What follows belongs to an exercise in optimizing a design on an open flow for small area, a short achievable clock period and few clock cycles; a production flow would make more cautious choices.
At most, simulation tests tie the RTL to the original design; equivalence was not proved.
Power figures rest on the tool's default switching activity, not on a simulated workload.

== run C ==
==> flow/design.v (excerpt) <==
module CPU(
    input clk,
    input rst,
    output [7:0] mem_addr,
    output [31:0] mem_wdata,
    output mem_we,
    input [31:0] mem_rdata
);
export LEC_CHECK = 0
export CAP_MARGIN = 20
export CORE_MARGIN = 2
export CORE_UTILIZATION = 50
export CTS_BUF_LIST = sky130_fd_sc_hd__clkbuf_8
export CTS_CLUSTER_DIAMETER = 60
export CTS_CLUSTER_SIZE = 16
export SLEW_MARGIN = 20
create_clock -name core_clock -period 12.0 [get_ports {clk}]
standard.sh (not shown) runs the stock make flow with config.mk's settings and CLKGATE_MAP_FILE= SYNTH_SCRIPT=/design/flow/synth_recipe.tcl, a recipe that flattens the netlist after the stock synthesis.
==> flow/flow/run.sh <==
#!/bin/bash
# Standard ORFS layout, with the timing repair steps aiming for 8 ns of
# setup slack at the design's 12 ns clock (the design's constraints are
# unchanged; only how hard the repair works).
set -euo pipefail
bash standard.sh SETUP_SLACK_MARGIN=8 finish > standard_finish.log 2>&1
The following lists how run A was set up differently from run C:
-- flow/design.v --
<<< run C, line 8
    input f_xor,
    input f_nor,
    input f_pb,
    input f_slt,
    output [31:0] y
>>> run A, line 8
    input f_xor,
    input f_nor,
    input f_slt,
    output [31:0] y
<<< run C, line 18
                     ({32{f_or}}  & (a | b)) |
                     ({32{f_xor}} & (a ^ b)) |
                     ({32{f_nor}} & ~(a | b)) |
                     ({32{f_pb}}  & b);
    assign y[31:1] = selL ? lg[31:1] : sum[31:1];
    assign y[0] = f_slt ? lt : (selL ? lg[0] : sum[0]);
>>> run A, line 17
                     ({32{f_or}}  & (a | b)) |
                     ({32{f_xor}} & (a ^ b)) |
                     ({32{f_nor}} & ~(a | b));
    assign y[31:1] = selL ? lg[31:1] : sum[31:1];
    assign y[0] = f_slt ? lt : (selL ? lg[0] : sum[0]);
<<< run C, line 89
    reg  [4:0] lrd_w_q;   
    reg        we_q;
    reg  [5:0] nf_q;      
    reg        rv_q;      
>>> run A, line 87
    reg  [4:0] lrd_w_q;   
    reg        we_q;
    reg [31:0] wdata_q;
    reg  [5:0] nf_q;      
    reg        rv_q;      
<<< run C, line 100
    reg  [4:0] e_rd, e_rs, e_rt;
    reg        e_urs, e_urt;
    reg        e_sub, e_selL, e_and, e_or, e_xor, e_nor, e_slt, e_pb;
    reg        e_fa, e_fb;    
    reg  [5:0] e_tgt;     
>>> run A, line 99
    reg  [4:0] e_rd, e_rs, e_rt;
    reg        e_urs, e_urt;
    reg        e_sub, e_selL, e_and, e_or, e_xor, e_nor, e_slt;
    reg        e_fa, e_fb;    
    reg  [5:0] e_tgt;     
<<< run C, line 133
    wire d_nor = d_r & (fn == 6'b100111);
    wire d_slt = d_r & (fn == 6'b101010) | (op == 6'b001010);
    wire d_selL = d_and | d_or | d_xor | d_nor | d_slt | d_sw;
    wire [5:0] d_pc1 = rpc_q + 6'd1;
    wire [5:0] d_btgt = d_j ? ins[5:0] : d_pc1 + ins[5:0];
>>> run A, line 132
    wire d_nor = d_r & (fn == 6'b100111);
    wire d_slt = d_r & (fn == 6'b101010) | (op == 6'b001010);
    wire d_selL = d_and | d_or | d_xor | d_nor | d_slt;
    wire [5:0] d_pc1 = rpc_q + 6'd1;
    wire [5:0] d_btgt = d_j ? ins[5:0] : d_pc1 + ins[5:0];
<<< run C, line 145
    wire [31:0] res;
    ALU alu (.a(a), .b(b), .sub(e_sub), .selL(e_selL), .f_and(e_and), .f_or(e_or),
             .f_xor(e_xor), .f_nor(e_nor), .f_pb(e_pb), .f_slt(e_slt), .y(res));
    wire eq = a == b;
    wire [9:0] daddr = a[9:0] + e_imm;
>>> run A, line 144
    wire [31:0] res;
    ALU alu (.a(a), .b(b), .sub(e_sub), .selL(e_selL), .f_and(e_and), .f_or(e_or),
             .f_xor(e_xor), .f_nor(e_nor), .f_slt(e_slt), .y(res));
    wire eq = a == b;
    wire [9:0] daddr = a[9:0] + e_imm;
<<< run C, line 166
    assign mem_addr  = addr_q;
    assign mem_we    = we_q;
    assign mem_wdata = r_q;
    wire [31:0] rfa, rfb;
    wire byp_a = w_v & (w_rd == rs);
>>> run A, line 165
    assign mem_addr  = addr_q;
    assign mem_we    = we_q;
    assign mem_wdata = wdata_q;
    wire [31:0] rfa, rfb;
    wire byp_a = w_v & (w_rd == rs);
<<< run C, line 212
        lrd_d_q <= e_rd;
        lrd_w_q <= lrd_d_q;
        r_q     <= lwb_q ? mem_rdata : res;
        w_rd    <= lwb_q ? lrd_w_q : e_rd;
>>> run A, line 211
        lrd_d_q <= e_rd;
        lrd_w_q <= lrd_d_q;
        wdata_q <= b;
        r_q     <= lwb_q ? mem_rdata : res;
        w_rd    <= lwb_q ? lrd_w_q : e_rd;
<<< run C, line 244
            e_nor  <= d_nor;
            e_slt  <= d_slt;
            e_pb   <= d_sw;
            e_tgt  <= d_tgt;
            e_mis  <= d_mis;
>>> run A, line 244
            e_nor  <= d_nor;
            e_slt  <= d_slt;
            e_tgt  <= d_tgt;
            e_mis  <= d_mis;
Results
The wire length the detailed router placed on met1 reported for run A is smaller than that of run C by about 8%.
Note that the area taken by multi-input logic gates recorded for run A amounts to 0.936 times the value seen in run C.
Final cell area excluding filler cells: run A vs run C down about 5%
Post-synthesis simple-gate area fraction on run A is down relative to run C.
Detail-routed via count per cell (run A vs. run C) decreases by a few percent
From run C to run A the numbers moved as follows: clock buffer and inverter area fraction after layout about even; synthesis-to-layout area growth fell 6.0 points; post-synthesis instance area about even.
Of run A and run C, the higher number of global-route vias before repair belongs to run C.
Run A went all the way through the flow, and no timing, DRC or antenna check failed.
Total design power of run A falls short of that of run C by a little under 10%.
Summary of run A over run C: flip-flop and latch count picked up an extra 2.5%; worst slack on hold paths lost 0.052 ns; worst setup slack now sits higher; post-CTS repair timing setup buffer count lost about 75%.
Testbench counts of run A, summed over its fixed seeds: cycles 23,353.
The RTL of run C was laid out without a check of its function.

[separate check: timing with driven ports]
Ports are ideal in the flow. The routed layouts listed here were re-timed in OpenROAD. Step 1 sets driving cells, clkbuf_16 on the clock port and buf_2 on the other inputs (assumed; they add their load-dependent delay and slew). Step 2 adds t to the input delays and takes it off the output delays; t is the mean of the earliest and latest rising clock arrival at the registers after step 1. Input paths then give back, and output paths get back, about the clock's delay inside the block. Three values: no drivers, after step 1, after step 2; two values: the first two.
run | t, ns | slack for setup (ns) | worst register clock-pin slew, ns
run C | 0.949 | 7.822 / 7.848 / 6.899 | 0.11 / 0.11
run A | 0.975 | 7.893 / 7.919 / 6.944 | 0.11 / 0.11
After both steps every run listed still meets setup and hold. The setup slack of run A, which loses most, moves by +0.026 ns with the drivers and by -0.949 ns with both steps.
